Context: an optimization exercise on an open-source flow, tuned for small area, a short achievable clock period and few clock cycles. The choices shown serve that exercise and are no tape-out recipe.
In this exercise RTL edits were held to simulation tests only and were not proved equivalent to the original.

## flow/design.v

```verilog
`timescale 1ns / 1ps
module fmultiplier(
    input  wire        clk,
    input  wire        rst,
    input  wire        valid,       
    input  wire [31:0] a,
    input  wire [31:0] b,
    output reg  [31:0] z,
    output reg         out_valid    
);
    function automatic [4:0] msb23(input [22:0] x);
        integer i;
        begin
            msb23 = 5'd0;
            for (i = 0; i < 23; i = i + 1)
                if (x[i]) msb23 = i[4:0];
        end
    endfunction
    function automatic [4:0] tz24(input [23:0] x);
        integer i;
        reg found;
        begin
            tz24 = 5'd24;
            found = 1'b0;
            for (i = 0; i < 24; i = i + 1)
                if (!found && x[i]) begin
                    tz24 = i[4:0];
                    found = 1'b1;
                end
        end
    endfunction
    wire        sa = a[31], sb = b[31];
    wire [7:0]  ea = a[30:23], eb = b[30:23];
    wire [22:0] fa = a[22:0], fb = b[22:0];
    wire a_ez = (ea == 8'h00), b_ez = (eb == 8'h00);
    wire a_eo = (ea == 8'hFF), b_eo = (eb == 8'hFF);
    wire a_fz = (fa == 23'd0), b_fz = (fb == 23'd0);
    wire a_nan  = a_eo & ~a_fz, b_nan  = b_eo & ~b_fz;
    wire a_inf  = a_eo &  a_fz, b_inf  = b_eo &  b_fz;
    wire a_zero = a_ez &  a_fz, b_zero = b_ez &  b_fz;
    wire is_nan  = a_nan | b_nan | (a_inf & b_zero) | (b_inf & a_zero);
    wire is_inf  = a_inf | b_inf;
    wire is_zero = a_zero | b_zero;
    wire [23:0] ma = {~a_ez, fa};
    wire [23:0] mb = {~b_ez, fb};
    wire [7:0]  xa = {ea[7:1], ea[0] | a_ez};
    wire [7:0]  xb = {eb[7:1], eb[0] | b_ez};
    wire [26:0] yb = {2'b00, mb, 1'b0};
    wire [12:0] bn;               
    wire [24:0] bm0, bm1, bm2, bm3, bm4, bm5, bm6, bm7, bm8, bm9, bm10, bm11, bm12;
    wire [24:0] bmx [0:12];
    genvar gi;
    generate
        for (gi = 0; gi < 13; gi = gi + 1) begin : g_booth
            wire d2 = yb[2*gi+2], d1 = yb[2*gi+1], d0 = yb[2*gi];
            wire one = d1 ^ d0;
            wire two = ~one & (d2 ^ d1);
            assign bn[gi] = d2;
            assign bmx[gi] = (({25{one}} & {1'b0, ma}) | ({25{two}} & {ma, 1'b0})) ^ {25{bn[gi]}};
        end
    endgenerate
    assign bm0 = bmx[0];   assign bm1 = bmx[1];   assign bm2 = bmx[2];
    assign bm3 = bmx[3];   assign bm4 = bmx[4];   assign bm5 = bmx[5];
    assign bm6 = bmx[6];   assign bm7 = bmx[7];   assign bm8 = bmx[8];
    assign bm9 = bmx[9];   assign bm10 = bmx[10]; assign bm11 = bmx[11];
    assign bm12 = bmx[12];
    wire hs0, hc0;
    fmul_ha u_ha0 (.a(bn[8]), .b(bm0[16]), .s(hs0), .co(hc0));
    wire hs1, hc1;
    fmul_ha u_ha1 (.a(bm0[17]), .b(bm1[15]), .s(hs1), .co(hc1));
    wire fs0, fc0;
    fmul_fa u_fa0 (.a(bn[9]), .b(bm0[18]), .c(bm1[16]), .s(fs0), .co(fc0));
    wire hs2, hc2;
    fmul_ha u_ha2 (.a(bm2[14]), .b(bm3[12]), .s(hs2), .co(hc2));
    wire fs1, fc1;
    fmul_fa u_fa1 (.a(bm0[19]), .b(bm1[17]), .c(bm2[15]), .s(fs1), .co(fc1));
    wire hs3, hc3;
    fmul_ha u_ha3 (.a(bm3[13]), .b(bm4[11]), .s(hs3), .co(hc3));
    wire fs2, fc2;
    fmul_fa u_fa2 (.a(bn[10]), .b(bm0[20]), .c(bm1[18]), .s(fs2), .co(fc2));
    wire fs3, fc3;
    fmul_fa u_fa3 (.a(bm2[16]), .b(bm3[14]), .c(bm4[12]), .s(fs3), .co(fc3));
    wire hs4, hc4;
    fmul_ha u_ha4 (.a(bm5[10]), .b(bm6[8]), .s(hs4), .co(hc4));
    wire fs4, fc4;
    fmul_fa u_fa4 (.a(bm0[21]), .b(bm1[19]), .c(bm2[17]), .s(fs4), .co(fc4));
    wire fs5, fc5;
    fmul_fa u_fa5 (.a(bm3[15]), .b(bm4[13]), .c(bm5[11]), .s(fs5), .co(fc5));
    wire hs5, hc5;
    fmul_ha u_ha5 (.a(bm6[9]), .b(bm7[7]), .s(hs5), .co(hc5));
    wire fs6, fc6;
    fmul_fa u_fa6 (.a(bn[11]), .b(bm0[22]), .c(bm1[20]), .s(fs6), .co(fc6));
    wire fs7, fc7;
    fmul_fa u_fa7 (.a(bm2[18]), .b(bm3[16]), .c(bm4[14]), .s(fs7), .co(fc7));
    wire fs8, fc8;
    fmul_fa u_fa8 (.a(bm5[12]), .b(bm6[10]), .c(bm7[8]), .s(fs8), .co(fc8));
    wire hs6, hc6;
    fmul_ha u_ha6 (.a(bm8[6]), .b(bm9[4]), .s(hs6), .co(hc6));
    wire fs9, fc9;
    fmul_fa u_fa9 (.a(bm0[23]), .b(bm1[21]), .c(bm2[19]), .s(fs9), .co(fc9));
    wire fs10, fc10;
    fmul_fa u_fa10 (.a(bm3[17]), .b(bm4[15]), .c(bm5[13]), .s(fs10), .co(fc10));
    wire fs11, fc11;
    fmul_fa u_fa11 (.a(bm6[11]), .b(bm7[9]), .c(bm8[7]), .s(fs11), .co(fc11));
    wire hs7, hc7;
    fmul_ha u_ha7 (.a(bm9[5]), .b(bm10[3]), .s(hs7), .co(hc7));
    wire fs12, fc12;
    fmul_fa u_fa12 (.a(bm0[24]), .b(bm1[22]), .c(bm2[20]), .s(fs12), .co(fc12));
    wire fs13, fc13;
    fmul_fa u_fa13 (.a(bm3[18]), .b(bm4[16]), .c(bm5[14]), .s(fs13), .co(fc13));
    wire fs14, fc14;
    fmul_fa u_fa14 (.a(bm6[12]), .b(bm7[10]), .c(bm8[8]), .s(fs14), .co(fc14));
    wire fs15, fc15;
    fmul_fa u_fa15 (.a(bm9[6]), .b(bm10[4]), .c(bm11[2]), .s(fs15), .co(fc15));
    wire fs16, fc16;
    fmul_fa u_fa16 (.a(bn[0]), .b(bm1[23]), .c(bm2[21]), .s(fs16), .co(fc16));
    wire fs17, fc17;
    fmul_fa u_fa17 (.a(bm3[19]), .b(bm4[17]), .c(bm5[15]), .s(fs17), .co(fc17));
    wire fs18, fc18;
    fmul_fa u_fa18 (.a(bm6[13]), .b(bm7[11]), .c(bm8[9]), .s(fs18), .co(fc18));
    wire fs19, fc19;
    fmul_fa u_fa19 (.a(bm9[7]), .b(bm10[5]), .c(bm11[3]), .s(fs19), .co(fc19));
    wire fs20, fc20;
    fmul_fa u_fa20 (.a(bn[0]), .b(bm1[24]), .c(bm2[22]), .s(fs20), .co(fc20));
    wire fs21, fc21;
    fmul_fa u_fa21 (.a(bm3[20]), .b(bm4[18]), .c(bm5[16]), .s(fs21), .co(fc21));
    wire fs22, fc22;
    fmul_fa u_fa22 (.a(bm6[14]), .b(bm7[12]), .c(bm8[10]), .s(fs22), .co(fc22));
    wire fs23, fc23;
    fmul_fa u_fa23 (.a(bm9[8]), .b(bm10[6]), .c(bm11[4]), .s(fs23), .co(fc23));
    wire fs24, fc24;
    fmul_fa u_fa24 (.a(~bn[0]), .b(~bn[1]), .c(bm2[23]), .s(fs24), .co(fc24));
    wire fs25, fc25;
    fmul_fa u_fa25 (.a(bm3[21]), .b(bm4[19]), .c(bm5[17]), .s(fs25), .co(fc25));
    wire fs26, fc26;
    fmul_fa u_fa26 (.a(bm6[15]), .b(bm7[13]), .c(bm8[11]), .s(fs26), .co(fc26));
    wire fs27, fc27;
    fmul_fa u_fa27 (.a(bm9[9]), .b(bm10[7]), .c(bm11[5]), .s(fs27), .co(fc27));
    wire fs28, fc28;
    fmul_fa u_fa28 (.a(1'b1), .b(bm2[24]), .c(bm3[22]), .s(fs28), .co(fc28));
    wire fs29, fc29;
    fmul_fa u_fa29 (.a(bm4[20]), .b(bm5[18]), .c(bm6[16]), .s(fs29), .co(fc29));
    wire fs30, fc30;
    fmul_fa u_fa30 (.a(bm7[14]), .b(bm8[12]), .c(bm9[10]), .s(fs30), .co(fc30));
    wire hs8, hc8;
    fmul_ha u_ha8 (.a(bm10[8]), .b(bm11[6]), .s(hs8), .co(hc8));
    wire fs31, fc31;
    fmul_fa u_fa31 (.a(~bn[2]), .b(bm3[23]), .c(bm4[21]), .s(fs31), .co(fc31));
    wire fs32, fc32;
    fmul_fa u_fa32 (.a(bm5[19]), .b(bm6[17]), .c(bm7[15]), .s(fs32), .co(fc32));
    wire fs33, fc33;
    fmul_fa u_fa33 (.a(bm8[13]), .b(bm9[11]), .c(bm10[9]), .s(fs33), .co(fc33));
    wire fs34, fc34;
    fmul_fa u_fa34 (.a(1'b1), .b(bm3[24]), .c(bm4[22]), .s(fs34), .co(fc34));
    wire fs35, fc35;
    fmul_fa u_fa35 (.a(bm5[20]), .b(bm6[18]), .c(bm7[16]), .s(fs35), .co(fc35));
    wire hs9, hc9;
    fmul_ha u_ha9 (.a(bm8[14]), .b(bm9[12]), .s(hs9), .co(hc9));
    wire fs36, fc36;
    fmul_fa u_fa36 (.a(~bn[3]), .b(bm4[23]), .c(bm5[21]), .s(fs36), .co(fc36));
    wire fs37, fc37;
    fmul_fa u_fa37 (.a(bm6[19]), .b(bm7[17]), .c(bm8[15]), .s(fs37), .co(fc37));
    wire fs38, fc38;
    fmul_fa u_fa38 (.a(1'b1), .b(bm4[24]), .c(bm5[22]), .s(fs38), .co(fc38));
    wire hs10, hc10;
    fmul_ha u_ha10 (.a(bm6[20]), .b(bm7[18]), .s(hs10), .co(hc10));
    wire fs39, fc39;
    fmul_fa u_fa39 (.a(~bn[4]), .b(bm5[23]), .c(bm6[21]), .s(fs39), .co(fc39));
    wire hs11, hc11;
    fmul_ha u_ha11 (.a(1'b1), .b(bm5[24]), .s(hs11), .co(hc11));
    wire hs12, hc12;
    fmul_ha u_ha12 (.a(bn[5]), .b(bm0[10]), .s(hs12), .co(hc12));
    wire hs13, hc13;
    fmul_ha u_ha13 (.a(bm0[11]), .b(bm1[9]), .s(hs13), .co(hc13));
    wire fs40, fc40;
    fmul_fa u_fa40 (.a(bn[6]), .b(bm0[12]), .c(bm1[10]), .s(fs40), .co(fc40));
    wire hs14, hc14;
    fmul_ha u_ha14 (.a(bm2[8]), .b(bm3[6]), .s(hs14), .co(hc14));
    wire fs41, fc41;
    fmul_fa u_fa41 (.a(bm0[13]), .b(bm1[11]), .c(bm2[9]), .s(fs41), .co(fc41));
    wire hs15, hc15;
    fmul_ha u_ha15 (.a(bm3[7]), .b(bm4[5]), .s(hs15), .co(hc15));
    wire fs42, fc42;
    fmul_fa u_fa42 (.a(bn[7]), .b(bm0[14]), .c(bm1[12]), .s(fs42), .co(fc42));
    wire fs43, fc43;
    fmul_fa u_fa43 (.a(bm2[10]), .b(bm3[8]), .c(bm4[6]), .s(fs43), .co(fc43));
    wire hs16, hc16;
    fmul_ha u_ha16 (.a(bm5[4]), .b(bm6[2]), .s(hs16), .co(hc16));
    wire fs44, fc44;
    fmul_fa u_fa44 (.a(bm0[15]), .b(bm1[13]), .c(bm2[11]), .s(fs44), .co(fc44));
    wire fs45, fc45;
    fmul_fa u_fa45 (.a(bm3[9]), .b(bm4[7]), .c(bm5[5]), .s(fs45), .co(fc45));
    wire hs17, hc17;
    fmul_ha u_ha17 (.a(bm6[3]), .b(bm7[1]), .s(hs17), .co(hc17));
    wire fs46, fc46;
    fmul_fa u_fa46 (.a(bm1[14]), .b(bm2[12]), .c(bm3[10]), .s(fs46), .co(fc46));
    wire fs47, fc47;
    fmul_fa u_fa47 (.a(bm4[8]), .b(bm5[6]), .c(bm6[4]), .s(fs47), .co(fc47));
    wire fs48, fc48;
    fmul_fa u_fa48 (.a(bm7[2]), .b(bm8[0]), .c(hs0), .s(fs48), .co(fc48));
    wire fs49, fc49;
    fmul_fa u_fa49 (.a(bm2[13]), .b(bm3[11]), .c(bm4[9]), .s(fs49), .co(fc49));
    wire fs50, fc50;
    fmul_fa u_fa50 (.a(bm5[7]), .b(bm6[5]), .c(bm7[3]), .s(fs50), .co(fc50));
    wire fs51, fc51;
    fmul_fa u_fa51 (.a(bm8[1]), .b(hc0), .c(hs1), .s(fs51), .co(fc51));
    wire fs52, fc52;
    fmul_fa u_fa52 (.a(bm4[10]), .b(bm5[8]), .c(bm6[6]), .s(fs52), .co(fc52));
    wire fs53, fc53;
    fmul_fa u_fa53 (.a(bm7[4]), .b(bm8[2]), .c(bm9[0]), .s(fs53), .co(fc53));
    wire fs54, fc54;
    fmul_fa u_fa54 (.a(hc1), .b(hs2), .c(fs0), .s(fs54), .co(fc54));
    wire fs55, fc55;
    fmul_fa u_fa55 (.a(bm5[9]), .b(bm6[7]), .c(bm7[5]), .s(fs55), .co(fc55));
    wire fs56, fc56;
    fmul_fa u_fa56 (.a(bm8[3]), .b(bm9[1]), .c(hc2), .s(fs56), .co(fc56));
    wire fs57, fc57;
    fmul_fa u_fa57 (.a(hs3), .b(fc0), .c(fs1), .s(fs57), .co(fc57));
    wire fs58, fc58;
    fmul_fa u_fa58 (.a(bm7[6]), .b(bm8[4]), .c(bm9[2]), .s(fs58), .co(fc58));
    wire fs59, fc59;
    fmul_fa u_fa59 (.a(bm10[0]), .b(hc3), .c(hs4), .s(fs59), .co(fc59));
    wire fs60, fc60;
    fmul_fa u_fa60 (.a(fc1), .b(fs2), .c(fs3), .s(fs60), .co(fc60));
    wire fs61, fc61;
    fmul_fa u_fa61 (.a(bm8[5]), .b(bm9[3]), .c(bm10[1]), .s(fs61), .co(fc61));
    wire fs62, fc62;
    fmul_fa u_fa62 (.a(hc4), .b(hs5), .c(fc2), .s(fs62), .co(fc62));
    wire fs63, fc63;
    fmul_fa u_fa63 (.a(fc3), .b(fs4), .c(fs5), .s(fs63), .co(fc63));
    wire fs64, fc64;
    fmul_fa u_fa64 (.a(bm10[2]), .b(bm11[0]), .c(hc5), .s(fs64), .co(fc64));
    wire fs65, fc65;
    fmul_fa u_fa65 (.a(hs6), .b(fc4), .c(fc5), .s(fs65), .co(fc65));
    wire fs66, fc66;
    fmul_fa u_fa66 (.a(fs6), .b(fs7), .c(fs8), .s(fs66), .co(fc66));
    wire fs67, fc67;
    fmul_fa u_fa67 (.a(bm11[1]), .b(hc6), .c(hs7), .s(fs67), .co(fc67));
    wire fs68, fc68;
    fmul_fa u_fa68 (.a(fc6), .b(fc7), .c(fc8), .s(fs68), .co(fc68));
    wire fs69, fc69;
    fmul_fa u_fa69 (.a(fs9), .b(fs10), .c(fs11), .s(fs69), .co(fc69));
    wire fs70, fc70;
    fmul_fa u_fa70 (.a(bm12[0]), .b(hc7), .c(fc9), .s(fs70), .co(fc70));
    wire fs71, fc71;
    fmul_fa u_fa71 (.a(fc10), .b(fc11), .c(fs12), .s(fs71), .co(fc71));
    wire fs72, fc72;
    fmul_fa u_fa72 (.a(fs13), .b(fs14), .c(fs15), .s(fs72), .co(fc72));
    wire fs73, fc73;
    fmul_fa u_fa73 (.a(bm12[1]), .b(fc12), .c(fc13), .s(fs73), .co(fc73));
    wire fs74, fc74;
    fmul_fa u_fa74 (.a(fc14), .b(fc15), .c(fs16), .s(fs74), .co(fc74));
    wire fs75, fc75;
    fmul_fa u_fa75 (.a(fs17), .b(fs18), .c(fs19), .s(fs75), .co(fc75));
    wire fs76, fc76;
    fmul_fa u_fa76 (.a(bm12[2]), .b(fc16), .c(fc17), .s(fs76), .co(fc76));
    wire fs77, fc77;
    fmul_fa u_fa77 (.a(fc18), .b(fc19), .c(fs20), .s(fs77), .co(fc77));
    wire fs78, fc78;
    fmul_fa u_fa78 (.a(fs21), .b(fs22), .c(fs23), .s(fs78), .co(fc78));
    wire fs79, fc79;
    fmul_fa u_fa79 (.a(bm12[3]), .b(fc20), .c(fc21), .s(fs79), .co(fc79));
    wire fs80, fc80;
    fmul_fa u_fa80 (.a(fc22), .b(fc23), .c(fs24), .s(fs80), .co(fc80));
    wire fs81, fc81;
    fmul_fa u_fa81 (.a(fs25), .b(fs26), .c(fs27), .s(fs81), .co(fc81));
    wire fs82, fc82;
    fmul_fa u_fa82 (.a(bm12[4]), .b(hs8), .c(fc24), .s(fs82), .co(fc82));
    wire fs83, fc83;
    fmul_fa u_fa83 (.a(fc25), .b(fc26), .c(fc27), .s(fs83), .co(fc83));
    wire fs84, fc84;
    fmul_fa u_fa84 (.a(fs28), .b(fs29), .c(fs30), .s(fs84), .co(fc84));
    wire fs85, fc85;
    fmul_fa u_fa85 (.a(bm11[7]), .b(bm12[5]), .c(hc8), .s(fs85), .co(fc85));
    wire fs86, fc86;
    fmul_fa u_fa86 (.a(fc28), .b(fc29), .c(fc30), .s(fs86), .co(fc86));
    wire fs87, fc87;
    fmul_fa u_fa87 (.a(fs31), .b(fs32), .c(fs33), .s(fs87), .co(fc87));
    wire fs88, fc88;
    fmul_fa u_fa88 (.a(bm10[10]), .b(bm11[8]), .c(bm12[6]), .s(fs88), .co(fc88));
    wire fs89, fc89;
    fmul_fa u_fa89 (.a(hs9), .b(fc31), .c(fc32), .s(fs89), .co(fc89));
    wire fs90, fc90;
    fmul_fa u_fa90 (.a(fc33), .b(fs34), .c(fs35), .s(fs90), .co(fc90));
    wire fs91, fc91;
    fmul_fa u_fa91 (.a(bm9[13]), .b(bm10[11]), .c(bm11[9]), .s(fs91), .co(fc91));
    wire fs92, fc92;
    fmul_fa u_fa92 (.a(bm12[7]), .b(hc9), .c(fc34), .s(fs92), .co(fc92));
    wire fs93, fc93;
    fmul_fa u_fa93 (.a(fc35), .b(fs36), .c(fs37), .s(fs93), .co(fc93));
    wire fs94, fc94;
    fmul_fa u_fa94 (.a(bm8[16]), .b(bm9[14]), .c(bm10[12]), .s(fs94), .co(fc94));
    wire fs95, fc95;
    fmul_fa u_fa95 (.a(bm11[10]), .b(bm12[8]), .c(hs10), .s(fs95), .co(fc95));
    wire fs96, fc96;
    fmul_fa u_fa96 (.a(fc36), .b(fc37), .c(fs38), .s(fs96), .co(fc96));
    wire fs97, fc97;
    fmul_fa u_fa97 (.a(bm7[19]), .b(bm8[17]), .c(bm9[15]), .s(fs97), .co(fc97));
    wire fs98, fc98;
    fmul_fa u_fa98 (.a(bm10[13]), .b(bm11[11]), .c(bm12[9]), .s(fs98), .co(fc98));
    wire fs99, fc99;
    fmul_fa u_fa99 (.a(hc10), .b(fc38), .c(fs39), .s(fs99), .co(fc99));
    wire fs100, fc100;
    fmul_fa u_fa100 (.a(bm6[22]), .b(bm7[20]), .c(bm8[18]), .s(fs100), .co(fc100));
    wire fs101, fc101;
    fmul_fa u_fa101 (.a(bm9[16]), .b(bm10[14]), .c(bm11[12]), .s(fs101), .co(fc101));
    wire fs102, fc102;
    fmul_fa u_fa102 (.a(bm12[10]), .b(hs11), .c(fc39), .s(fs102), .co(fc102));
    wire fs103, fc103;
    fmul_fa u_fa103 (.a(~bn[5]), .b(bm6[23]), .c(bm7[21]), .s(fs103), .co(fc103));
    wire fs104, fc104;
    fmul_fa u_fa104 (.a(bm8[19]), .b(bm9[17]), .c(bm10[15]), .s(fs104), .co(fc104));
    wire fs105, fc105;
    fmul_fa u_fa105 (.a(bm11[13]), .b(bm12[11]), .c(hc11), .s(fs105), .co(fc105));
    wire fs106, fc106;
    fmul_fa u_fa106 (.a(1'b1), .b(bm6[24]), .c(bm7[22]), .s(fs106), .co(fc106));
    wire fs107, fc107;
    fmul_fa u_fa107 (.a(bm8[20]), .b(bm9[18]), .c(bm10[16]), .s(fs107), .co(fc107));
    wire hs18, hc18;
    fmul_ha u_ha18 (.a(bm11[14]), .b(bm12[12]), .s(hs18), .co(hc18));
    wire fs108, fc108;
    fmul_fa u_fa108 (.a(~bn[6]), .b(bm7[23]), .c(bm8[21]), .s(fs108), .co(fc108));
    wire fs109, fc109;
    fmul_fa u_fa109 (.a(bm9[19]), .b(bm10[17]), .c(bm11[15]), .s(fs109), .co(fc109));
    wire fs110, fc110;
    fmul_fa u_fa110 (.a(1'b1), .b(bm7[24]), .c(bm8[22]), .s(fs110), .co(fc110));
    wire hs19, hc19;
    fmul_ha u_ha19 (.a(bm9[20]), .b(bm10[18]), .s(hs19), .co(hc19));
    wire fs111, fc111;
    fmul_fa u_fa111 (.a(~bn[7]), .b(bm8[23]), .c(bm9[21]), .s(fs111), .co(fc111));
    wire hs20, hc20;
    fmul_ha u_ha20 (.a(1'b1), .b(bm8[24]), .s(hs20), .co(hc20));
    wire hs21, hc21;
    fmul_ha u_ha21 (.a(bn[3]), .b(bm0[6]), .s(hs21), .co(hc21));
    wire hs22, hc22;
    fmul_ha u_ha22 (.a(bm0[7]), .b(bm1[5]), .s(hs22), .co(hc22));
    wire fs112, fc112;
    fmul_fa u_fa112 (.a(bn[4]), .b(bm0[8]), .c(bm1[6]), .s(fs112), .co(fc112));
    wire hs23, hc23;
    fmul_ha u_ha23 (.a(bm2[4]), .b(bm3[2]), .s(hs23), .co(hc23));
    wire fs113, fc113;
    fmul_fa u_fa113 (.a(bm0[9]), .b(bm1[7]), .c(bm2[5]), .s(fs113), .co(fc113));
    wire hs24, hc24;
    fmul_ha u_ha24 (.a(bm3[3]), .b(bm4[1]), .s(hs24), .co(hc24));
    wire fs114, fc114;
    fmul_fa u_fa114 (.a(bm1[8]), .b(bm2[6]), .c(bm3[4]), .s(fs114), .co(fc114));
    wire fs115, fc115;
    fmul_fa u_fa115 (.a(bm4[2]), .b(bm5[0]), .c(hs12), .s(fs115), .co(fc115));
    wire fs116, fc116;
    fmul_fa u_fa116 (.a(bm2[7]), .b(bm3[5]), .c(bm4[3]), .s(fs116), .co(fc116));
    wire fs117, fc117;
    fmul_fa u_fa117 (.a(bm5[1]), .b(hc12), .c(hs13), .s(fs117), .co(fc117));
    wire fs118, fc118;
    fmul_fa u_fa118 (.a(bm4[4]), .b(bm5[2]), .c(bm6[0]), .s(fs118), .co(fc118));
    wire fs119, fc119;
    fmul_fa u_fa119 (.a(hc13), .b(hs14), .c(fs40), .s(fs119), .co(fc119));
    wire fs120, fc120;
    fmul_fa u_fa120 (.a(bm5[3]), .b(bm6[1]), .c(hc14), .s(fs120), .co(fc120));
    wire fs121, fc121;
    fmul_fa u_fa121 (.a(hs15), .b(fc40), .c(fs41), .s(fs121), .co(fc121));
    wire fs122, fc122;
    fmul_fa u_fa122 (.a(bm7[0]), .b(hc15), .c(hs16), .s(fs122), .co(fc122));
    wire fs123, fc123;
    fmul_fa u_fa123 (.a(fc41), .b(fs42), .c(fs43), .s(fs123), .co(fc123));
    wire fs124, fc124;
    fmul_fa u_fa124 (.a(hc16), .b(hs17), .c(fc42), .s(fs124), .co(fc124));
    wire fs125, fc125;
    fmul_fa u_fa125 (.a(fc43), .b(fs44), .c(fs45), .s(fs125), .co(fc125));
    wire fs126, fc126;
    fmul_fa u_fa126 (.a(hc17), .b(fc44), .c(fc45), .s(fs126), .co(fc126));
    wire fs127, fc127;
    fmul_fa u_fa127 (.a(fs46), .b(fs47), .c(fs48), .s(fs127), .co(fc127));
    wire fs128, fc128;
    fmul_fa u_fa128 (.a(fc46), .b(fc47), .c(fs49), .s(fs128), .co(fc128));
    wire fs129, fc129;
    fmul_fa u_fa129 (.a(fs50), .b(fc48), .c(fs51), .s(fs129), .co(fc129));
    wire fs130, fc130;
    fmul_fa u_fa130 (.a(fc49), .b(fc50), .c(fs52), .s(fs130), .co(fc130));
    wire fs131, fc131;
    fmul_fa u_fa131 (.a(fs53), .b(fc51), .c(fs54), .s(fs131), .co(fc131));
    wire fs132, fc132;
    fmul_fa u_fa132 (.a(fc52), .b(fc53), .c(fs55), .s(fs132), .co(fc132));
    wire fs133, fc133;
    fmul_fa u_fa133 (.a(fs56), .b(fc54), .c(fs57), .s(fs133), .co(fc133));
    wire fs134, fc134;
    fmul_fa u_fa134 (.a(fc55), .b(fs58), .c(fc56), .s(fs134), .co(fc134));
    wire fs135, fc135;
    fmul_fa u_fa135 (.a(fs59), .b(fc57), .c(fs60), .s(fs135), .co(fc135));
    wire fs136, fc136;
    fmul_fa u_fa136 (.a(fc58), .b(fs61), .c(fc59), .s(fs136), .co(fc136));
    wire fs137, fc137;
    fmul_fa u_fa137 (.a(fc60), .b(fs62), .c(fs63), .s(fs137), .co(fc137));
    wire fs138, fc138;
    fmul_fa u_fa138 (.a(fc61), .b(fs64), .c(fc62), .s(fs138), .co(fc138));
    wire fs139, fc139;
    fmul_fa u_fa139 (.a(fc63), .b(fs65), .c(fs66), .s(fs139), .co(fc139));
    wire fs140, fc140;
    fmul_fa u_fa140 (.a(fc64), .b(fs67), .c(fc65), .s(fs140), .co(fc140));
    wire fs141, fc141;
    fmul_fa u_fa141 (.a(fc66), .b(fs68), .c(fs69), .s(fs141), .co(fc141));
    wire fs142, fc142;
    fmul_fa u_fa142 (.a(fc67), .b(fc68), .c(fc69), .s(fs142), .co(fc142));
    wire fs143, fc143;
    fmul_fa u_fa143 (.a(fs70), .b(fs71), .c(fs72), .s(fs143), .co(fc143));
    wire fs144, fc144;
    fmul_fa u_fa144 (.a(fc70), .b(fc71), .c(fc72), .s(fs144), .co(fc144));
    wire fs145, fc145;
    fmul_fa u_fa145 (.a(fs73), .b(fs74), .c(fs75), .s(fs145), .co(fc145));
    wire fs146, fc146;
    fmul_fa u_fa146 (.a(fc73), .b(fc74), .c(fc75), .s(fs146), .co(fc146));
    wire fs147, fc147;
    fmul_fa u_fa147 (.a(fs76), .b(fs77), .c(fs78), .s(fs147), .co(fc147));
    wire fs148, fc148;
    fmul_fa u_fa148 (.a(fc76), .b(fc77), .c(fc78), .s(fs148), .co(fc148));
    wire fs149, fc149;
    fmul_fa u_fa149 (.a(fs79), .b(fs80), .c(fs81), .s(fs149), .co(fc149));
    wire fs150, fc150;
    fmul_fa u_fa150 (.a(fc79), .b(fc80), .c(fc81), .s(fs150), .co(fc150));
    wire fs151, fc151;
    fmul_fa u_fa151 (.a(fs82), .b(fs83), .c(fs84), .s(fs151), .co(fc151));
    wire fs152, fc152;
    fmul_fa u_fa152 (.a(fs85), .b(fc82), .c(fc83), .s(fs152), .co(fc152));
    wire fs153, fc153;
    fmul_fa u_fa153 (.a(fc84), .b(fs86), .c(fs87), .s(fs153), .co(fc153));
    wire fs154, fc154;
    fmul_fa u_fa154 (.a(fs88), .b(fc85), .c(fc86), .s(fs154), .co(fc154));
    wire fs155, fc155;
    fmul_fa u_fa155 (.a(fc87), .b(fs89), .c(fs90), .s(fs155), .co(fc155));
    wire fs156, fc156;
    fmul_fa u_fa156 (.a(fc88), .b(fs91), .c(fc89), .s(fs156), .co(fc156));
    wire fs157, fc157;
    fmul_fa u_fa157 (.a(fc90), .b(fs92), .c(fs93), .s(fs157), .co(fc157));
    wire fs158, fc158;
    fmul_fa u_fa158 (.a(fc91), .b(fs94), .c(fs95), .s(fs158), .co(fc158));
    wire fs159, fc159;
    fmul_fa u_fa159 (.a(fc92), .b(fc93), .c(fs96), .s(fs159), .co(fc159));
    wire fs160, fc160;
    fmul_fa u_fa160 (.a(fc94), .b(fs97), .c(fs98), .s(fs160), .co(fc160));
    wire fs161, fc161;
    fmul_fa u_fa161 (.a(fc95), .b(fc96), .c(fs99), .s(fs161), .co(fc161));
    wire fs162, fc162;
    fmul_fa u_fa162 (.a(fc97), .b(fc98), .c(fs100), .s(fs162), .co(fc162));
    wire fs163, fc163;
    fmul_fa u_fa163 (.a(fs101), .b(fc99), .c(fs102), .s(fs163), .co(fc163));
    wire fs164, fc164;
    fmul_fa u_fa164 (.a(fc100), .b(fc101), .c(fs103), .s(fs164), .co(fc164));
    wire fs165, fc165;
    fmul_fa u_fa165 (.a(fs104), .b(fs105), .c(fc102), .s(fs165), .co(fc165));
    wire fs166, fc166;
    fmul_fa u_fa166 (.a(hs18), .b(fc103), .c(fc104), .s(fs166), .co(fc166));
    wire fs167, fc167;
    fmul_fa u_fa167 (.a(fs106), .b(fs107), .c(fc105), .s(fs167), .co(fc167));
    wire fs168, fc168;
    fmul_fa u_fa168 (.a(bm12[13]), .b(hc18), .c(fc106), .s(fs168), .co(fc168));
    wire fs169, fc169;
    fmul_fa u_fa169 (.a(fc107), .b(fs108), .c(fs109), .s(fs169), .co(fc169));
    wire fs170, fc170;
    fmul_fa u_fa170 (.a(bm11[16]), .b(bm12[14]), .c(hs19), .s(fs170), .co(fc170));
    wire fs171, fc171;
    fmul_fa u_fa171 (.a(fc108), .b(fc109), .c(fs110), .s(fs171), .co(fc171));
    wire fs172, fc172;
    fmul_fa u_fa172 (.a(bm10[19]), .b(bm11[17]), .c(bm12[15]), .s(fs172), .co(fc172));
    wire fs173, fc173;
    fmul_fa u_fa173 (.a(hc19), .b(fc110), .c(fs111), .s(fs173), .co(fc173));
    wire fs174, fc174;
    fmul_fa u_fa174 (.a(bm9[22]), .b(bm10[20]), .c(bm11[18]), .s(fs174), .co(fc174));
    wire fs175, fc175;
    fmul_fa u_fa175 (.a(bm12[16]), .b(hs20), .c(fc111), .s(fs175), .co(fc175));
    wire fs176, fc176;
    fmul_fa u_fa176 (.a(~bn[8]), .b(bm9[23]), .c(bm10[21]), .s(fs176), .co(fc176));
    wire fs177, fc177;
    fmul_fa u_fa177 (.a(bm11[19]), .b(bm12[17]), .c(hc20), .s(fs177), .co(fc177));
    wire fs178, fc178;
    fmul_fa u_fa178 (.a(1'b1), .b(bm9[24]), .c(bm10[22]), .s(fs178), .co(fc178));
    wire hs25, hc25;
    fmul_ha u_ha25 (.a(bm11[20]), .b(bm12[18]), .s(hs25), .co(hc25));
    wire fs179, fc179;
    fmul_fa u_fa179 (.a(~bn[9]), .b(bm10[23]), .c(bm11[21]), .s(fs179), .co(fc179));
    wire hs26, hc26;
    fmul_ha u_ha26 (.a(1'b1), .b(bm10[24]), .s(hs26), .co(hc26));
    wire hs27, hc27;
    fmul_ha u_ha27 (.a(bn[2]), .b(bm0[4]), .s(hs27), .co(hc27));
    wire hs28, hc28;
    fmul_ha u_ha28 (.a(bm0[5]), .b(bm1[3]), .s(hs28), .co(hc28));
    wire fs180, fc180;
    fmul_fa u_fa180 (.a(bm1[4]), .b(bm2[2]), .c(bm3[0]), .s(fs180), .co(fc180));
    wire fs181, fc181;
    fmul_fa u_fa181 (.a(bm2[3]), .b(bm3[1]), .c(hc21), .s(fs181), .co(fc181));
    wire fs182, fc182;
    fmul_fa u_fa182 (.a(bm4[0]), .b(hc22), .c(hs23), .s(fs182), .co(fc182));
    wire fs183, fc183;
    fmul_fa u_fa183 (.a(hc23), .b(hs24), .c(fc112), .s(fs183), .co(fc183));
    wire fs184, fc184;
    fmul_fa u_fa184 (.a(hc24), .b(fc113), .c(fs114), .s(fs184), .co(fc184));
    wire fs185, fc185;
    fmul_fa u_fa185 (.a(fc114), .b(fs116), .c(fc115), .s(fs185), .co(fc185));
    wire fs186, fc186;
    fmul_fa u_fa186 (.a(fc116), .b(fs118), .c(fc117), .s(fs186), .co(fc186));
    wire fs187, fc187;
    fmul_fa u_fa187 (.a(fc118), .b(fs120), .c(fc119), .s(fs187), .co(fc187));
    wire fs188, fc188;
    fmul_fa u_fa188 (.a(fc120), .b(fs122), .c(fc121), .s(fs188), .co(fc188));
    wire fs189, fc189;
    fmul_fa u_fa189 (.a(fc122), .b(fc123), .c(fs124), .s(fs189), .co(fc189));
    wire fs190, fc190;
    fmul_fa u_fa190 (.a(fc124), .b(fc125), .c(fs126), .s(fs190), .co(fc190));
    wire fs191, fc191;
    fmul_fa u_fa191 (.a(fc126), .b(fs128), .c(fc127), .s(fs191), .co(fc191));
    wire fs192, fc192;
    fmul_fa u_fa192 (.a(fc128), .b(fs130), .c(fc129), .s(fs192), .co(fc192));
    wire fs193, fc193;
    fmul_fa u_fa193 (.a(fc130), .b(fs132), .c(fc131), .s(fs193), .co(fc193));
    wire fs194, fc194;
    fmul_fa u_fa194 (.a(fc132), .b(fs134), .c(fc133), .s(fs194), .co(fc194));
    wire fs195, fc195;
    fmul_fa u_fa195 (.a(fc134), .b(fs136), .c(fc135), .s(fs195), .co(fc195));
    wire fs196, fc196;
    fmul_fa u_fa196 (.a(fc136), .b(fs138), .c(fc137), .s(fs196), .co(fc196));
    wire fs197, fc197;
    fmul_fa u_fa197 (.a(fc138), .b(fs140), .c(fc139), .s(fs197), .co(fc197));
    wire fs198, fc198;
    fmul_fa u_fa198 (.a(fc140), .b(fc141), .c(fs142), .s(fs198), .co(fc198));
    wire fs199, fc199;
    fmul_fa u_fa199 (.a(fc142), .b(fc143), .c(fs144), .s(fs199), .co(fc199));
    wire fs200, fc200;
    fmul_fa u_fa200 (.a(fc144), .b(fc145), .c(fs146), .s(fs200), .co(fc200));
    wire fs201, fc201;
    fmul_fa u_fa201 (.a(fc146), .b(fc147), .c(fs148), .s(fs201), .co(fc201));
    wire fs202, fc202;
    fmul_fa u_fa202 (.a(fc148), .b(fc149), .c(fs150), .s(fs202), .co(fc202));
    wire fs203, fc203;
    fmul_fa u_fa203 (.a(fc150), .b(fs152), .c(fc151), .s(fs203), .co(fc203));
    wire fs204, fc204;
    fmul_fa u_fa204 (.a(fc152), .b(fs154), .c(fc153), .s(fs204), .co(fc204));
    wire fs205, fc205;
    fmul_fa u_fa205 (.a(fc154), .b(fs156), .c(fc155), .s(fs205), .co(fc205));
    wire fs206, fc206;
    fmul_fa u_fa206 (.a(fs158), .b(fc156), .c(fc157), .s(fs206), .co(fc206));
    wire fs207, fc207;
    fmul_fa u_fa207 (.a(fs160), .b(fc158), .c(fc159), .s(fs207), .co(fc207));
    wire fs208, fc208;
    fmul_fa u_fa208 (.a(fc160), .b(fs162), .c(fc161), .s(fs208), .co(fc208));
    wire fs209, fc209;
    fmul_fa u_fa209 (.a(fc162), .b(fs164), .c(fc163), .s(fs209), .co(fc209));
    wire fs210, fc210;
    fmul_fa u_fa210 (.a(fc164), .b(fs166), .c(fs167), .s(fs210), .co(fc210));
    wire fs211, fc211;
    fmul_fa u_fa211 (.a(fc166), .b(fs168), .c(fs169), .s(fs211), .co(fc211));
    wire fs212, fc212;
    fmul_fa u_fa212 (.a(fs170), .b(fc168), .c(fc169), .s(fs212), .co(fc212));
    wire fs213, fc213;
    fmul_fa u_fa213 (.a(fs172), .b(fc170), .c(fc171), .s(fs213), .co(fc213));
    wire fs214, fc214;
    fmul_fa u_fa214 (.a(fc172), .b(fs174), .c(fc173), .s(fs214), .co(fc214));
    wire fs215, fc215;
    fmul_fa u_fa215 (.a(fc174), .b(fs176), .c(fs177), .s(fs215), .co(fc215));
    wire fs216, fc216;
    fmul_fa u_fa216 (.a(hs25), .b(fc176), .c(fs178), .s(fs216), .co(fc216));
    wire fs217, fc217;
    fmul_fa u_fa217 (.a(bm12[19]), .b(hc25), .c(fc178), .s(fs217), .co(fc217));
    wire fs218, fc218;
    fmul_fa u_fa218 (.a(bm11[22]), .b(bm12[20]), .c(hs26), .s(fs218), .co(fc218));
    wire fs219, fc219;
    fmul_fa u_fa219 (.a(~bn[10]), .b(bm11[23]), .c(bm12[21]), .s(fs219), .co(fc219));
    wire hs29, hc29;
    fmul_ha u_ha29 (.a(1'b1), .b(bm11[24]), .s(hs29), .co(hc29));
    wire hs30, hc30;
    fmul_ha u_ha30 (.a(bn[1]), .b(bm0[2]), .s(hs30), .co(hc30));
    wire hs31, hc31;
    fmul_ha u_ha31 (.a(bm0[3]), .b(bm1[1]), .s(hs31), .co(hc31));
    wire fs220, fc220;
    fmul_fa u_fa220 (.a(bm1[2]), .b(bm2[0]), .c(hs27), .s(fs220), .co(fc220));
    wire fs221, fc221;
    fmul_fa u_fa221 (.a(bm2[1]), .b(hc27), .c(hs28), .s(fs221), .co(fc221));
    wire fs222, fc222;
    fmul_fa u_fa222 (.a(hc28), .b(hs21), .c(fs180), .s(fs222), .co(fc222));
    wire fs223, fc223;
    fmul_fa u_fa223 (.a(hs22), .b(fc180), .c(fs181), .s(fs223), .co(fc223));
    wire fs224, fc224;
    fmul_fa u_fa224 (.a(fs112), .b(fc181), .c(fs182), .s(fs224), .co(fc224));
    wire fs225, fc225;
    fmul_fa u_fa225 (.a(fs113), .b(fc182), .c(fs183), .s(fs225), .co(fc225));
    wire fs226, fc226;
    fmul_fa u_fa226 (.a(fs115), .b(fc183), .c(fs184), .s(fs226), .co(fc226));
    wire fs227, fc227;
    fmul_fa u_fa227 (.a(fs117), .b(fc184), .c(fs185), .s(fs227), .co(fc227));
    wire fs228, fc228;
    fmul_fa u_fa228 (.a(fs119), .b(fc185), .c(fs186), .s(fs228), .co(fc228));
    wire fs229, fc229;
    fmul_fa u_fa229 (.a(fs121), .b(fc186), .c(fs187), .s(fs229), .co(fc229));
    wire fs230, fc230;
    fmul_fa u_fa230 (.a(fs123), .b(fc187), .c(fs188), .s(fs230), .co(fc230));
    wire fs231, fc231;
    fmul_fa u_fa231 (.a(fs125), .b(fc188), .c(fs189), .s(fs231), .co(fc231));
    wire fs232, fc232;
    fmul_fa u_fa232 (.a(fs127), .b(fc189), .c(fs190), .s(fs232), .co(fc232));
    wire fs233, fc233;
    fmul_fa u_fa233 (.a(fs129), .b(fc190), .c(fs191), .s(fs233), .co(fc233));
    wire fs234, fc234;
    fmul_fa u_fa234 (.a(fs131), .b(fc191), .c(fs192), .s(fs234), .co(fc234));
    wire fs235, fc235;
    fmul_fa u_fa235 (.a(fs133), .b(fc192), .c(fs193), .s(fs235), .co(fc235));
    wire fs236, fc236;
    fmul_fa u_fa236 (.a(fs135), .b(fc193), .c(fs194), .s(fs236), .co(fc236));
    wire fs237, fc237;
    fmul_fa u_fa237 (.a(fs137), .b(fc194), .c(fs195), .s(fs237), .co(fc237));
    wire fs238, fc238;
    fmul_fa u_fa238 (.a(fs139), .b(fc195), .c(fs196), .s(fs238), .co(fc238));
    wire fs239, fc239;
    fmul_fa u_fa239 (.a(fs141), .b(fc196), .c(fs197), .s(fs239), .co(fc239));
    wire fs240, fc240;
    fmul_fa u_fa240 (.a(fs143), .b(fc197), .c(fs198), .s(fs240), .co(fc240));
    wire fs241, fc241;
    fmul_fa u_fa241 (.a(fs145), .b(fc198), .c(fs199), .s(fs241), .co(fc241));
    wire fs242, fc242;
    fmul_fa u_fa242 (.a(fs147), .b(fc199), .c(fs200), .s(fs242), .co(fc242));
    wire fs243, fc243;
    fmul_fa u_fa243 (.a(fs149), .b(fc200), .c(fs201), .s(fs243), .co(fc243));
    wire fs244, fc244;
    fmul_fa u_fa244 (.a(fs151), .b(fc201), .c(fs202), .s(fs244), .co(fc244));
    wire fs245, fc245;
    fmul_fa u_fa245 (.a(fs153), .b(fc202), .c(fs203), .s(fs245), .co(fc245));
    wire fs246, fc246;
    fmul_fa u_fa246 (.a(fs155), .b(fc203), .c(fs204), .s(fs246), .co(fc246));
    wire fs247, fc247;
    fmul_fa u_fa247 (.a(fs157), .b(fc204), .c(fs205), .s(fs247), .co(fc247));
    wire fs248, fc248;
    fmul_fa u_fa248 (.a(fs159), .b(fc205), .c(fs206), .s(fs248), .co(fc248));
    wire fs249, fc249;
    fmul_fa u_fa249 (.a(fs161), .b(fc206), .c(fs207), .s(fs249), .co(fc249));
    wire fs250, fc250;
    fmul_fa u_fa250 (.a(fs163), .b(fc207), .c(fs208), .s(fs250), .co(fc250));
    wire fs251, fc251;
    fmul_fa u_fa251 (.a(fs165), .b(fs209), .c(fc208), .s(fs251), .co(fc251));
    wire fs252, fc252;
    fmul_fa u_fa252 (.a(fc165), .b(fs210), .c(fc209), .s(fs252), .co(fc252));
    wire fs253, fc253;
    fmul_fa u_fa253 (.a(fc167), .b(fs211), .c(fc210), .s(fs253), .co(fc253));
    wire fs254, fc254;
    fmul_fa u_fa254 (.a(fs171), .b(fc211), .c(fs212), .s(fs254), .co(fc254));
    wire fs255, fc255;
    fmul_fa u_fa255 (.a(fs173), .b(fc212), .c(fs213), .s(fs255), .co(fc255));
    wire fs256, fc256;
    fmul_fa u_fa256 (.a(fs175), .b(fc213), .c(fs214), .s(fs256), .co(fc256));
    wire fs257, fc257;
    fmul_fa u_fa257 (.a(fc175), .b(fs215), .c(fc214), .s(fs257), .co(fc257));
    wire fs258, fc258;
    fmul_fa u_fa258 (.a(fc177), .b(fs216), .c(fc215), .s(fs258), .co(fc258));
    wire fs259, fc259;
    fmul_fa u_fa259 (.a(fs179), .b(fc216), .c(fs217), .s(fs259), .co(fc259));
    wire fs260, fc260;
    fmul_fa u_fa260 (.a(fc179), .b(fs218), .c(fc217), .s(fs260), .co(fc260));
    wire fs261, fc261;
    fmul_fa u_fa261 (.a(hc26), .b(fs219), .c(fc218), .s(fs261), .co(fc261));
    wire fs262, fc262;
    fmul_fa u_fa262 (.a(bm12[22]), .b(hs29), .c(fc219), .s(fs262), .co(fc262));
    wire fs263, fc263;
    fmul_fa u_fa263 (.a(~bn[11]), .b(bm12[23]), .c(hc29), .s(fs263), .co(fc263));
    wire [47:0] s_row = {fs263, fs262, fs261, fc259, fs259, fs258, fs257, fc255, fc254, fs254, fs253, fs252, fc250, fc249, fc248, fc247, fc246, fc245, fc244, fc243, fc242, fc241, fc240, fc239, fc238, fc237, fc236, fc235, fc234, fc233, fc232, fc231, fc230, fc229, fc228, fc227, fc226, fc225, fc224, fc223, fc222, fc221, fc220, hc31, hc30, bm1[0], bm0[1], bn[0]};
    wire [47:0] c_row = {fc262, fc261, fc260, fs260, fc258, fc257, fc256, fs256, fs255, fc253, fc252, fc251, fs251, fs250, fs249, fs248, fs247, fs246, fs245, fs244, fs243, fs242, fs241, fs240, fs239, fs238, fs237, fs236, fs235, fs234, fs233, fs232, fs231, fs230, fs229, fs228, fs227, fs226, fs225, fs224, fs223, fs222, fs221, fs220, hs31, hs30, 1'b0, bm0[0]};
    wire [4:0]  ka  = msb23(fa), kb = msb23(fb);    
    wire [5:0]  tzs = tz24(ma) + tz24(mb);          
    wire [8:0]  xs  = {1'b0, xa} + {1'b0, xb};
    wire signed [10:0] u_nn = $signed({2'b00, xs}) - 11'sd128;
    wire signed [10:0] u_an = $signed({3'b000, xb}) + $signed({6'd0, ka}) - 11'sd150;
    wire signed [10:0] u_bn = $signed({3'b000, xa}) + $signed({6'd0, kb}) - 11'sd150;
    wire signed [10:0] u  = a_ez ? u_an : (b_ez ? u_bn : u_nn);
    wire        nrm = ~u[10];                       
    wire [4:0]  t1  = a_ez ? ka : (b_ez ? kb : 5'd23);    
    wire signed [10:0] t2 = 11'sd151 - $signed({2'b00, xs});    
    wire        t2big = (xs < 9'd88);               
    wire [5:0]  t2c = t2big ? 6'd63 : t2[5:0];
    wire [5:0]  tsh = nrm ? {1'b0, t1} : t2c;       
    wire [7:0]  e_0 = nrm ? u[7:0] : 8'd0;          
    wire        ovf_hi = nrm & (u >= 11'sd254);
    wire        ovf_eq = nrm & (u == 11'sd253);
    wire        special = is_nan | is_inf | is_zero;
    wire        uf = (xs < 9'd103);                 
    wire        slow = ~special & ~uf & (a_ez | b_ez | u_nn[10]);
    localparam K = 16;
    wire [K:0]  p_lo = {1'b0, s_row[K-1:0]} + {1'b0, c_row[K-1:0]};
    reg [47:K] r_s, r_c;
    reg [K-1:0] r_plo;
    reg        r_cy;
    reg [5:0]  r_tsh;
    reg [5:0]  r_tzs;
    reg [7:0]  r_e0;
    reg        r_ovh, r_ove, r_sz, r_nan, r_inf, r_zero, r_slow;
    reg        r_v1;              
    reg        r_v2;              
    reg [47:22] r_q;              
    wire        hold = r_v1 & r_slow;
    always @(posedge clk) begin
        r_s    <= s_row[47:K];
        r_c    <= c_row[47:K];
        r_plo  <= p_lo[K-1:0];
        r_cy   <= p_lo[K];
    end
    always @(posedge clk) begin
        if (!hold) begin
            r_e0   <= e_0;
            r_tsh  <= tsh;
            r_tzs  <= tzs;
            r_ovh  <= ovf_hi & ~is_zero;
            r_ove  <= ovf_eq & ~is_zero;
            r_sz   <= sa ^ sb;
            r_nan  <= is_nan;
            r_inf  <= is_inf;
            r_zero <= is_zero | uf;
            r_slow <= slow;
        end
    end
    always @(posedge clk or posedge rst) begin
        if (rst) begin
            r_v1 <= 1'b0;
            r_v2 <= 1'b0;
        end else begin
            r_v1 <= valid;
            r_v2 <= r_v1 & r_slow;
        end
    end
    wire [47:K] p_hi = r_s + r_c + {{(47-K){1'b0}}, r_cy};
    wire [47:0] p = {p_hi, r_plo};
    wire [70:0] x  = {p, 23'd0};
    wire [70:0] qx = x >> r_tsh;
    always @(posedge clk) r_q <= qx[47:22];
    wire [47:22] q = r_v2 ? r_q : p[47:22];
    wire [7:0]  e_1 = r_e0 + 8'd1;
    wire [7:0]  e_2 = r_e0 + 8'd2;
    wire        st1 = (r_tzs < r_tsh);
    wire        st0 = (r_tzs + 6'd1 < r_tsh);
    wire        inc_h = q[23] & (st1 | q[24]);
    wire [30:0] pk_h0 = {e_2, q[46:24]};
    wire [30:0] pk_h1 = pk_h0 + 31'd1;
    wire [30:0] pk_h  = inc_h ? pk_h1 : pk_h0;
    wire        inc_l = q[22] & (st0 | q[23]);
    wire [30:0] pk_l0 = {(q[46] ? e_1 : r_e0), q[45:23]};
    wire [30:0] pk_l1 = pk_l0 + 31'd1;
    wire [30:0] pk_l  = inc_l ? pk_l1 : pk_l0;
    wire [30:0] pk    = q[47] ? pk_h : pk_l;
    wire        ovf   = r_ovh | (r_ove & q[47]);
    always @(*) out_valid = (r_v1 & ~r_slow) | r_v2;
    always @(*) begin
        if (r_nan)
            z = 32'h7FC0_0000;
        else if (r_inf | ovf)
            z = {r_sz, 8'hFF, 23'd0};
        else if (r_zero)
            z = {r_sz, 31'd0};
        else
            z = {r_sz, pk};
    end
endmodule
module fmul_fa(input wire a, input wire b, input wire c, output wire s, output wire co);
    assign s  = a ^ b ^ c;
    assign co = (a & b) | (a & c) | (b & c);
endmodule
module fmul_ha(input wire a, input wire b, output wire s, output wire co);
    assign s  = a ^ b;
    assign co = a & b;
endmodule
```

## flow/constraint.sdc

```tcl
create_clock -name core_clock -period 10.0 [get_ports {clk}]
set_input_delay 2.0000 -clock core_clock [delete_from_list [all_inputs] [get_ports {clk}]]
set_output_delay 2.0000 -clock core_clock [all_outputs]
set_load 0.01 [all_outputs]
```

## flow/flow/run.sh

```bash
#!/bin/bash
# Standard layout, with the ports buffered by buf cells instead of the delay
# buffer that buffer_ports picks by default.
export BUFFER_PORTS_ARGS="-buffer_cell sky130_fd_sc_hd__buf_2"
bash standard.sh > standard.log 2>&1
```

## flow/standard.sh

```bash
#!/bin/bash
# synth_recipe.tcl (not shown) runs the flow's synth.tcl, then flattens the netlist and writes it again
# the make line also repeats each setting of config.mk as NAME=value (left out here)
make -C /OpenROAD-flow-scripts/flow DESIGN_CONFIG=/design/flow/config.mk WORK_HOME=/design/flow/orfs CLKGATE_MAP_FILE= SYNTH_SCRIPT=/design/flow/synth_recipe.tcl "${@:-finish}"
```

## flow/config.mk

```make
export PLATFORM = sky130hd
export DESIGN_NAME = fmultiplier
export DESIGN_NICKNAME = fmultiplier
export VERILOG_FILES = /design/flow/design.v
export SDC_FILE = /design/flow/constraint.sdc
export NUM_CORES = 4
export LEC_CHECK = 0
export ABC_AREA = 1
export CAP_MARGIN = 20
export CORE_MARGIN = 2
export CORE_UTILIZATION = 40
export PLACE_DENSITY = 0.6
export SETUP_SLACK_MARGIN = 4.3
export SLEW_MARGIN = 20
export SYNTH_HIERARCHICAL = 1
```

==> reports/qor.csv, run 1 <==
metric,value,unit
outcome,"complete, no violations",
ys_seq_elements,136,
cts-root-buf,clkbuf_16,
dpl.hpwl,72500,um
cts-buffers-inserted,17,
cts.clk_slew.worst_paths,0.07,ns
synth_cell_types,67,
layout_setup_ws,4.27,ns
post_dp_cell_area,27600,um^2
routabilityCongestion,0.973,
insertion_delay,0.46,ns
synth.avg_cell_area,7.15,um^2
die_h,260,um
grt_start_max_net_pins,60,
area_growth,22.5,%
synth_warnings,7,
num_vias,27400,
grt-ovfl-total,0,
cp.required,8.00,ns
cp-end-kind,output pin,
seq_area_frac_synth,0.115,
final-hold-violation-count,0,
final_nets,4329,
cap_violations,0,
die-area,67500,um^2
cp_max_fo,5,
layout_worst_path_cycle_share,0.573,
max_slew.worst_pin.slew,0.988,ns
synthesis.area,26200,um^2
rows,93,
cts_htree_levels,4,
clock-sinks,136,
num-fill-cells,6294,
cts_tree,built,
arrival,3.73,ns
hp-class,flop to flop,
dp.cells,4490,
cts_buffer_depth,2,
wl_per_cell,22.6,um
antenna_left,0,
start_kind,flop,
grt_usage,0.293,
viasPerCell,5.82,
drive_above_1_share,0.206,
max_slew_margin,0.338,
ff_latch_area,3020,um^2
layout_min_cycle_time,5.73,ns
async_flop_share,0.0147,
rsz0062_at_grt,true,
layoutNonFillerInstCount,4709,
drcViolationCount,0,
setup_violations,0,
synth_edf_count,27,
skew,0.0180,ns
stdcell_area,32100,um^2
start_util,0.406,
synthFlopType,dfxtp_1,
finalSetupTns,0,ns
grt_first_pass_wirelength,151000,um
core,64600,um^2
portBuffers,99,
max_freq,175,MHz
routed_wl,106000,um
ios,100,
mostFrequentLayoutCells,"nand2_1, xor2_1, inv_1, nand3_1, o22ai_1",
multi_input_area,22700,um^2
synthCells,3663,
pre_cts_slack,2.35,ns
critPathKind,flop to output pin,
drv_slew,0,
detail_route.first_pass.iterations,6,
drt_iter0_drc,3105,
antenna_found_initial,1,
fp.dieW,260,um
layout_commonest_cell,nand2_1,
grt_pass1_vias,25200,
-- cell usage after synthesis (20+ instances only) --
| cell type | instances | area, um^2 |
|---|---|---|
| nor2_1 | 242 | 908 |
| clkinv_1 | 24 | 90.1 |
| o21ai_0 | 141 | 706 |
| nand2_1 | 796 | 2990 |
| inv_1 | 347 | 1300 |
| nor2_2 | 21 | 131 |
| dfxtp_1 | 107 | 2140 |
| xor2_1 | 342 | 3000 |
| edfxtp_1 | 27 | 811 |
| buf_1 | 32 | 120 |
| nand2_2 | 35 | 219 |
| o22ai_1 | 281 | 1760 |
| ha_1 | 152 | 1900 |
| fa_1 | 270 | 5410 |
| clkbuf_1 | 159 | 597 |
| nand4_1 | 34 | 213 |
| a21oi_1 | 104 | 521 |
| inv_2 | 22 | 82.6 |
| nand3_1 | 299 | 1500 |
| xnor2_1 | 20 | 175 |
-- logic make-up (layout without fill, tap and decap cells) --
| kind of cell | Yosys count | after routing | synth area share |
|---|---|---|---|
| AOI/OAI and AO/OA | 619 | 619 | 0.141 |
| xor gates and xnor gates | 362 | 364 | 0.121 |
| adders and majority gates | 422 | 422 | 0.279 |
| buffers and inverters | 596 | 775 | 0.0866 |
| DFF | 136 | 136 | 0.115 |
| muxes | 9 | 9 | 0.00344 |
| other | 1 | 11 | 0.000143 |
| and+or+nand+nor | 1518 | 1518 | 0.254 |
-- routing by layer --
| layer | GRT usage | wire length (um) |
|---|---|---|
| met1 | 0.393 | 43100 |
| met3 | 0.0554 | 10800 |
| met5 | 0 | 0 |
| met4 | 0.165 | 7030 |
| met2 | 0.441 | 45500 |
-- registers in the layout, summed over array words and instances, names as in the netlist, 6 cells and up --
name,count
r_tzs,6
r_plo,16
r_c,32
r_s,32
r_q,26
r_tsh,6
r_e0,8
-- modules after synthesis (local to each module, per instance) --
module       cells  flip-flops and latches
fmul_fa          1                       0
fmul_ha          1                       0
fmultiplier   3367                     136
-- stage by stage --
step,util,hold slack (ns)
after floorplan,-,0.609
after global placement,0.427,0.567
after detailed placement,0.427,0.572
after CTS,0.456,0.594
after global routing,0.497,0.611
final,0.497,0.600
-- final timing paths --
kind                       start  endpoint  slack [ns]  depth (start not counted)
setup / recovery            r_cy     z[19]        4.27                         22
hold / removal              r_v1      r_v2        0.60                          2
setup reg to reg            r_cy   r_q[29]        6.82                         17
hold reg to reg             r_v1      r_v2        0.60                          2
max in group asynchronous    rst      r_v2        8.47                          2
min in group asynchronous    rst      r_v1        1.39                          2
-- repair_timing --
item / in CTS / in global routing
cloned: 9 / 17
endpoints found under the setup margin: 109 / 77
pin swaps: 51 / 112
setup buffers: 41 / 119
hold buffers: 0 / 0
gates resized for setup: 197 / 313
-- worst max-delay path, stage by stage (launching register included) --
cell      delay, ns
dfxtp_2        0.33
inv_2          0.04
fa_2           0.39
inv_4          0.08
fa_2           0.23
nand2_4        0.08
nand2_4        0.09
nand3_4        0.07
nand3b_1       0.18
nand3_4        0.16
nand2_4        0.16
ha_4           0.15
inv_4          0.05
nor2_4         0.12
buf_4          0.12
nand4_1        0.18
buf_4          0.20
inv_1          0.06
nand2_2        0.07
o21ai_2        0.19
nand2_1        0.07
nor2_1         0.11
buf_2          0.14
-- final cells by class --
cell class	instances	area share
antenna	1	0.0000780
clock inverter	15	0.00496
inverter	393	0.0488
timing repair inverter	3	0.000702
clock buffer	17	0.0133
timing repair buffer	347	0.0984
tap	855	0.0334
sequential	136	0.0941
multi-input combinational	2942	0.706
Testbench counts, summed over its fixed seeds: cycles 16,082.
==> run 2, diff against run 1 <==
--- a/flow/config.mk
+++ b/flow/config.mk
@@ -7,3 +7,3 @@
 export LEC_CHECK = 0
-export ABC_AREA = 1
+export ABC_AREA = 0
 export CAP_MARGIN = 20
@@ -12,3 +12,3 @@
 export PLACE_DENSITY = 0.6
-export SETUP_SLACK_MARGIN = 4.3
+export SETUP_SLACK_MARGIN = 4.0
 export SLEW_MARGIN = 20
==> run 2 against run 1 <==
  * Still clean
  * Global-route usage is 0.19 points higher
  * Maximum frequency fell by 10%
  * Clock skew is 0.00081 ns lower
  * Non-clock buffer count shrank 46
  * Cell area is 1.1% lower
  * Critical endpoint is now z[22]
==> reports/qor.csv, run 2 <==
metric,value,unit,change
synth_xor_area_frac,0.132,,+0.0109
layout_commonest_cell,xnor2_1,,
cp_max_fo,7,,+2
layout_min_cycle_time,6.38,ns,+0.653 ns
cp-end-kind,output pin,,
cts_buffer_depth,2,,unchanged
core,67000,um^2,+3.8%
area_growth,17.5,%,
hp-start,r_tsh[4],,
arrival,4.38,ns,+0.65 ns
cp.required,8.00,ns,about the same
layout_worst_path_cycle_share,0.638,,+0.0653
synth_edf_count,27,,unchanged
grt_usage,0.295,,+0.00193
synth_warnings,7,,unchanged
portBuffers,99,,unchanged
num_vias,26200,,-4.5%
min_path_cells,3,,+1
synthCells,3280,,-10%
detail_route.first_pass.iterations,8,,+2
yosysTopAreaCellShare,0.200,,-0.00627
drt_iter0_drc,3247,,+4.6%
synth-simple-area-share,0.167,,-0.0869
antenna_found_initial,3,,+2
clock-sinks,136,,unchanged
drcViolationCount,0,,unchanged
grt_pass1_vias,24700,,-2.1%
synthesis.area,27000,um^2,+3.1%
cts_tree,built,,
whs,0.876,ns,+0.276 ns
grt_first_pass_wirelength,157000,um,+3.8%
max_slew.worst_pin.slew,1.03,ns,+0.0436 ns
ys_seq_elements,136,,unchanged
skew,0.0171,ns,-0.000814 ns
wl_per_cell,25.1,um,+11%
synth_cell_types,107,,+60%
ys_top_cells_by_area,"fa_1, xnor2_1, dfxtp_1",,
rr_startpoint,r_cy,,
mostFrequentLayoutCells,"xnor2_1, a21oi_1, nor2_1, fa_1, nand2_1",,
fp.dieW,264,um,+1.5%
cts-buffers-inserted,17,,unchanged
dpl.hpwl,73000,um,+0.59%
cts_htree_levels,4,,unchanged
reg2reg_depth,16,,-1
synth_top_family_by_area,adder cells,,
routed_wl,106000,um,-0.63%
max_freq,157,MHz,-10%
ff_latch_area,3010,um^2,-0.37%
critPathKind,flop to output pin,,
reg_top3,"r_c (32), r_s (32), r_q (26)",,
cts-root-buf,clkbuf_16,,
hp-class,flop to flop,,
synthAdderAreaFrac,0.273,,-0.00551
insertion_delay,0.45,ns,about the same
ios,100,,unchanged
antenna_left,0,,unchanged
multi_input_area,24200,um^2,+6.7%
final_nets,3818,,-12%
synthMuxAreaShare,0.0553,,+0.0518
yosysTopAreaCell,fa_1,,
synth_common_cells,"xnor2_1, a21oi_1, nor2_1, fa_1, clkbuf_1",,
r2r_end,r_q[39],,
viasPerCell,6.20,,+6.6%
rsz0062_at_grt,true,,
seq_area_frac_synth,0.111,,-0.00348
drive_above_1_share,0.195,,-0.0105
finalSetupTns,0,ns,unchanged
regToRegSetupSlack,5.67,ns,-1.15 ns
yosysMostFrequentCell,xnor2_1,,
final-hold-violation-count,0,,unchanged
holdBufCountCts,0,,unchanged
num-fill-cells,6492,,+3.1%
max_slew_margin,0.309,,-0.0292
synthFlopType,dfxtp_1,,
start_util,0.403,,-0.00263
setup_violations,0,,unchanged
synth_compound_area_frac,0.205,,+0.0645
cts.clk_slew.worst_paths,0.06,ns,about the same
start_kind,flop,,
worstHoldEndpoint,r_q[45],,
outcome,"complete, no violations",,
routabilityCongestion,0.942,,-3.1%
die-area,69600,um^2,+3.1%
grt_start_max_net_pins,54,,-10%
cap_violations,0,,unchanged
die_h,264,um,+1.5%
synth.avg_cell_area,8.23,um^2,+15%
drv_slew,0,,unchanged
async_flop_share,0.0147,,unchanged
rows,95,,+2.2%
grt-ovfl-total,0,,unchanged
## run 2: cell count changes after synthesis, sizes merged, moves of 108 or more
cell   previous run  this run
a21oi           106       335
a31oi            16       124
and3              1       126
inv             369        98
nand2           835       186
nand3           307        83
o22ai           281        19
xnor2            20       338
xor2            342        68
## run 2: how the worst max path moves through the flow
stage | slack, ns | depth (start not counted) | startpoint | endpoint
floorplan | 4.01 | 15 | b[9] | r_cy
global placement | 2.62 | 14 | b[5] | r_cy
detailed placement | 2.57 | 17 | b[3] | r_cy
CTS | 3.58 | 18 | r_cy | z[30]
global route | 3.41 | 21 | r_cy | z[22]
finish | 3.62 | 21 | r_cy | z[22]
## run 2: layout make-up
class | count | share of cell area
clock inverter | 15 | 0.00513
tap | 873 | 0.0344
inverter | 103 | 0.0139
sequential | 136 | 0.0948
timing repair buffer | 301 | 0.0762
clock buffer | 17 | 0.0134
antenna | 1 | 0.0000789
multi-input combinational | 2770 | 0.762
## run 2: critical path, cell delays in order (launching register included)
cell	delay [ns]
dfxtp_1	0.30
inv_2	0.05
fa_2	0.21
inv_2	0.04
fa_2	0.38
a211oi_4	0.29
o21ai_4	0.14
a221oi_4	0.33
buf_12	0.17
buf_6	0.10
a2111oi_4	0.07
a211oi_2	0.25
xor2_2	0.17
a21oi_4	0.24
nand4_1	0.14
buf_6	0.16
buf_4	0.13
nor2_2	0.11
xor2_1	0.15
nor4_1	0.07
a211o_1	0.29
buf_2	0.14
## run 2: logic make-up (layout without fill, tap and decap cells)
kind of cell | after synthesis | count (layout)
DFF | 136 | 136
muxes | 114 | 114
other | 1 | 11
adders and majority gates | 430 | 430
AOI/OAI and AO/OA | 883 | 884
and+or+nand+nor | 920 | 923
xor gates and xnor gates | 406 | 409
buffers and inverters | 390 | 436
## run 2: per-module statistics from Yosys (local to each module, per instance)
module / flops+latches / cells / area, um^2
fmul_fa: 0 / 1 / 20.0
fmul_ha: 0 / 1 / 12.5
fmultiplier: 136 / 2984 / 21300
## run 2: what timing repair did
item / 4_1_cts / 5_1_grt
pin swaps: 60 / 85
cloned: 5 / 5
gates resized for setup: 197 / 166
endpoints found under the setup margin: 91 / 72
buffers inserted: 69 / 68
## run 2: metrics by stage
step	utilization	cell area [um^2]	worst slack, ns	std cells
finish	0.473	31700	3.62	4216
floorplan	-	27100	4.01	3289
global placement	0.420	28200	2.62	4036
CTS	0.454	30400	3.58	4142
detailed placement	0.420	28200	2.57	4036
global route	0.473	31700	3.41	4215
## run 2: routing by layer
layer,routed length [um],track usage
met1,43000,0.393
met2,46700,0.456
met3,10600,0.0618
met5,27,0
met4,5320,0.139

what the ideal ports hide:
No port has a modelled driver above. Below, the same layouts with a new extraction and two added sets of constraints.
Step 1, drivers: a clkbuf_16 drives clk and a buf_2 each remaining input, both assumed.
Step 2 times the ports against the registers' clock, not the clock port: input delays grow and output delays shrink by t, the midpoint of the rising clock arrivals with the driver on.
Slacks: ideal / step 1 / step 2; pairs: ideal / step 1.
| run | shift t [ns] | setup WS [ns] | clock arrival spread, ns | worst register clock-pin slew, ns | cell pins on the clock port's net |
|---|---|---|---|---|---|
| run 1 | 0.512 | 4.270 / 4.210 / 3.836 | 0.021 / 0.021 | 0.08 / 0.08 | 1 |
| run 2 | 0.499 | 3.617 / 3.560 / 3.529 | 0.021 / 0.022 | 0.08 / 0.08 | 1 |
After both steps setup and hold are still met in every run listed. For run 1, which loses most, drivers alone change the setup slack by -0.060 ns; drivers and shift together by -0.434 ns.
